Source: an optimization exercise on an open RTL-to-GDS flow (aim: small area). Production flows keep margins and buffers that such runs may drop. Only simulation tests tie the RTL to the original design; equivalence was not proved.

Setup of main:
==> flow/design.v (excerpt) <==
module myidct_less_lut(clk, rst, start, dct_2d, idct_2d, rdy);
output [7:0] idct_2d;
output rdy;
input clk, rst, start;
input [11:0] dct_2d;
integer n;
wire en = start & ~rst;
reg [5:0] pos;
reg wrapped;
reg rdy_q;
always @(posedge clk) begin
    if (rst) begin
        pos <= 6'd0;
        wrapped <= 1'b0;
        rdy_q <= 1'b0;
    end else if (start) begin
        pos <= pos + 6'd1;
        if (pos == 6'd63) wrapped <= 1'b1;
        if (wrapped && pos == 6'd11) rdy_q <= 1'b1;
    end
end
wire [2:0] ph = pos[2:0];
reg [11:0] xin [0:55];
always @(posedge clk) begin
    if (start && pos[5:3] != 3'd7) begin
        xin[0] <= dct_2d;
        for (n = 1; n < 56; n = n + 1) xin[n] <= xin[n-1];
    end
end
reg [11:0] xs [0:63];
always @(posedge clk) begin
    if (start && pos == 6'd63) begin
        for (n = 0; n < 56; n = n + 1) xs[n] <= xin[55-n];
    end
    if (start && pos[5:3] == 3'd7) xs[{3'd7, pos[2:0]}] <= dct_2d;
end
wire [11:0] xr [0:7];
genvar g;
generate
    for (g = 0; g < 8; g = g + 1) begin : rowsel
        assign xr[g] = xs[{ph - 3'd1, g[2:0]}];
    end
endgenerate
wire [27:0] y;
idct_dot_row rowpass(.sel(pos[5:3]), .x0(xr[0]), .x1(xr[1]), .x2(xr[2]), .x3(xr[3]),
                     .x4(xr[4]), .x5(xr[5]), .x6(xr[6]), .x7(xr[7]), .y(y));
reg [27:0] ysr [0:6];
always @(posedge clk) begin
    if (start) begin
        ysr[0] <= y;
        for (n = 1; n < 7; n = n + 1) ysr[n] <= ysr[n-1];
    end
end
wire [28:0] splus, sminus;
idct_addsub sadd(.a(ysr[5]), .b(ysr[1]), .sum(splus), .dif(sminus));
reg [28:0] sa, sb;
reg [27:0] pa, pb;
reg [27:0] o [0:3];
always @(posedge clk) begin
    if (start) begin
        if (ph == 3'd7) begin
            sa <= splus;
            sb <= sminus;
            pa <= ysr[3];
            pb <= y;
            o[0] <= ysr[4];
            o[1] <= ysr[2];
            o[2] <= ysr[0];
            o[3] <= ysr[6];
        end else begin
            sa <= sb;
            sb <= sa;
            pa <= ~pb;
            pb <= pa;
            o[0] <= ~o[2];
  ...
Size in the first run: ~5600 cells after synthesis, roughly 1900 flip-flops.
==> module myidct_less_lut, before the edit <==
module myidct_less_lut(clk, rst, start, dct_2d, idct_2d, rdy);
output [7:0] idct_2d;
output rdy;
input clk, rst, start;
input [11:0] dct_2d;
integer n;
wire en = start & ~rst;
reg [5:0] pos;
reg wrapped;
reg rdy_q;
always @(posedge clk) begin
    if (rst) begin
        pos <= 6'd0;
        wrapped <= 1'b0;
        rdy_q <= 1'b0;
    end else if (start) begin
        pos <= pos + 6'd1;
        if (pos == 6'd63) wrapped <= 1'b1;
        if (wrapped && pos == 6'd11) rdy_q <= 1'b1;
    end
end
wire [2:0] ph = pos[2:0];
reg [11:0] xin [0:55];
always @(posedge clk) begin
    if (start && pos[5:3] != 3'd7) begin
        xin[0] <= dct_2d;
        for (n = 1; n < 56; n = n + 1) xin[n] <= xin[n-1];
    end
end
reg [11:0] xs [0:63];
always @(posedge clk) begin
    if (start && pos == 6'd63) begin
        for (n = 0; n < 56; n = n + 1) xs[n] <= xin[55-n];
    end
    if (start && pos[5:3] == 3'd7) xs[{3'd7, pos[2:0]}] <= dct_2d;
end
wire [11:0] xr [0:7];
genvar g;
generate
    for (g = 0; g < 8; g = g + 1) begin : rowsel
        assign xr[g] = xs[{ph - 3'd1, g[2:0]}];
    end
endgenerate
wire [27:0] y;
idct_dot_row rowpass(.sel(pos[5:3]), .x0(xr[0]), .x1(xr[1]), .x2(xr[2]), .x3(xr[3]),
                     .x4(xr[4]), .x5(xr[5]), .x6(xr[6]), .x7(xr[7]), .y(y));
reg [27:0] ysr [0:6];
always @(posedge clk) begin
    if (start) begin
        ysr[0] <= y;
        for (n = 1; n < 7; n = n + 1) ysr[n] <= ysr[n-1];
    end
end
wire [28:0] splus, sminus;
idct_addsub sadd(.a(ysr[5]), .b(ysr[1]), .sum(splus), .dif(sminus));
reg [28:0] sa, sb;
reg [27:0] pa, pb;
reg [27:0] o [0:3];
always @(posedge clk) begin
    if (start) begin
        if (ph == 3'd7) begin
            sa <= splus;
            sb <= sminus;
            pa <= ysr[3];
            pb <= y;
            o[0] <= ysr[4];
            o[1] <= ysr[2];
            o[2] <= ysr[0];
            o[3] <= ysr[6];
        end else begin
            sa <= sb;
            sb <= sa;
            pa <= ~pb;
            pb <= pa;
            o[0] <= ~o[2];
            o[1] <= o[0];
            o[2] <= ~o[3];
            o[3] <= ~o[1];
        end
    end
end
wire [7:0] pix;
idct_dot_col colpass(.ph(ph), .sa(sa), .pa(pa), .pb(pb), .o0(o[0]), .o1(o[1]),
                     .o2(o[2]), .o3(o[3]), .pix(pix));
reg [7:0] pbuf [0:3];
reg [1:0] ra;
always @(*) begin
    case (pos[4:0])
        5'd0: ra = 2'd0;
        5'd1: ra = 2'd1;
        5'd2: ra = 2'd2;
        5'd3: ra = 2'd3;
        5'd4: ra = 2'd0;
        5'd5: ra = 2'd1;
        5'd6: ra = 2'd3;
        5'd7: ra = 2'd3;
        5'd8: ra = 2'd2;
        5'd9: ra = 2'd3;
        5'd10: ra = 2'd1;
        5'd11: ra = 2'd0;
        5'd12: ra = 2'd2;
        5'd13: ra = 2'd3;
        5'd14: ra = 2'd0;
        5'd15: ra = 2'd0;
        5'd16: ra = 2'd1;
        5'd17: ra = 2'd0;
        5'd18: ra = 2'd3;
        5'd19: ra = 2'd2;
        5'd20: ra = 2'd1;
        5'd21: ra = 2'd0;
        5'd22: ra = 2'd2;
        5'd23: ra = 2'd2;
        5'd24: ra = 2'd3;
        5'd25: ra = 2'd2;
        5'd26: ra = 2'd0;
        5'd27: ra = 2'd1;
        5'd28: ra = 2'd3;
        5'd29: ra = 2'd2;
        5'd30: ra = 2'd1;
        5'd31: ra = 2'd1;
        default: ra = 0;
    endcase
end
always @(posedge clk) begin
    if (start) pbuf[ra] <= pix;
end
assign rdy = rdy_q & start;
assign idct_2d = (rdy & ~rst) ? pbuf[ra] : 8'd0;
endmodule
export LEC_CHECK = 0
export CAP_MARGIN = 0
export CORE_MARGIN = 2
export CORE_UTILIZATION = 65
export CTS_CLUSTER_DIAMETER = 100
export CTS_CLUSTER_SIZE = 28
export PLACE_DENSITY = 0.72
export SLEW_MARGIN = 0
export SYNTH_HIERARCHICAL = 1
export SYNTH_MINIMUM_KEEP_SIZE = 0
create_clock -name core_clock -period 15.0 [get_ports {clk}]
run.sh (not shown) runs the stock make flow with config.mk's settings and CLKGATE_MAP_FILE= SYNTH_SCRIPT=/design/flow/synth_recipe.tcl, a recipe that flattens the netlist after the stock synthesis.
Here is what was changed in the inputs of the feature branch compared with main.
diff --git a/flow/design.v b/flow/design.v
--- a/flow/design.v
+++ b/flow/design.v
@@ -3386,25 +3386,25 @@
     end
 end
 wire [2:0] ph = pos[2:0];
-reg [11:0] xin [0:55];
+reg [11:0] xin [0:62];
 always @(posedge clk) begin
-    if (start && pos[5:3] != 3'd7) begin
+    if (start) begin
         xin[0] <= dct_2d;
-        for (n = 1; n < 56; n = n + 1) xin[n] <= xin[n-1];
+        for (n = 1; n < 63; n = n + 1) xin[n] <= xin[n-1];
     end
 end
 reg [11:0] xs [0:63];
 always @(posedge clk) begin
-    if (start && pos == 6'd63) begin
-        for (n = 0; n < 56; n = n + 1) xs[n] <= xin[55-n];
+    if (en && pos == 6'd63) begin
+        for (n = 0; n < 63; n = n + 1) xs[n] <= xin[62-n];
+        xs[63] <= dct_2d;
     end
-    if (start && pos[5:3] == 3'd7) xs[{3'd7, pos[2:0]}] <= dct_2d;
 end
 wire [11:0] xr [0:7];
 genvar g;
 generate
     for (g = 0; g < 8; g = g + 1) begin : rowsel
-        assign xr[g] = xs[{ph - 3'd1, g[2:0]}];
+        assign xr[g] = xs[{ph, g[2:0]}];
     end
 endgenerate
 wire [27:0] y;
@@ -3418,7 +3418,7 @@
     end
 end
 wire [28:0] splus, sminus;
-idct_addsub sadd(.a(ysr[5]), .b(ysr[1]), .sum(splus), .dif(sminus));
+idct_addsub sadd(.a(ysr[6]), .b(ysr[2]), .sum(splus), .dif(sminus));
 reg [28:0] sa, sb;
 reg [27:0] pa, pb;
 reg [27:0] o [0:3];
@@ -3427,12 +3427,12 @@
         if (ph == 3'd7) begin
             sa <= splus;
             sb <= sminus;
-            pa <= ysr[3];
-            pb <= y;
-            o[0] <= ysr[4];
-            o[1] <= ysr[2];
-            o[2] <= ysr[0];
-            o[3] <= ysr[6];
+            pa <= ysr[4];
+            pb <= ysr[0];
+            o[0] <= ysr[5];
+            o[1] <= ysr[3];
+            o[2] <= ysr[1];
+            o[3] <= y;
         end else begin
             sa <= sb;
             sb <= sa;
==> notes.md <==
- Diff main -> the feature branch | portion of the layout cell area used by non-clock buffers | increase of 0.33 points
- | multi-input combinational area share | the feature branch vs main | 1.4 points lower |
- Going from main to the feature branch, routed wire length moved up; initial standard-cell utilization of the core moved up.
- Number of standard cells in the layout, taps in and fillers out of the feature branch exceeds that of main by a little under 10%.
- Sort the feature branch and main by relative slew slack desc -> top: main
- Of the feature branch and main, the run reporting the higher worst hold slack was main.

## port drivers added, routing unchanged
The results above use ideal ports. As a check the final layouts listed here were re-extracted and re-timed, cells and wires unchanged. Step 1: set_driving_cell puts a clkbuf_16 on clk and a buf_2 on each other input, an assumption about the parent block. Step 2 also shifts input and output timing later by t, the mid clock arrival at the registers, as if the neighbouring blocks saw the same clock. Three values: ideal ports, drivers, drivers and shift; two values: the first two.
| run | shift t [ns] | setup slack, ns | worst setup path at the end | slew at the worst register clock pin (ns) | pins driven straight from the clock port |
|---|---|---|---|---|---|
| main | 0.795 | 1.312 / 1.312 / 1.312 | register to register | 0.11 / 0.11 | 1 |
| the feature branch | 0.819 | 1.123 / 1.123 / 1.123 | register to register | 0.11 / 0.11 | 1 |
After both steps every run listed still meets setup and hold.
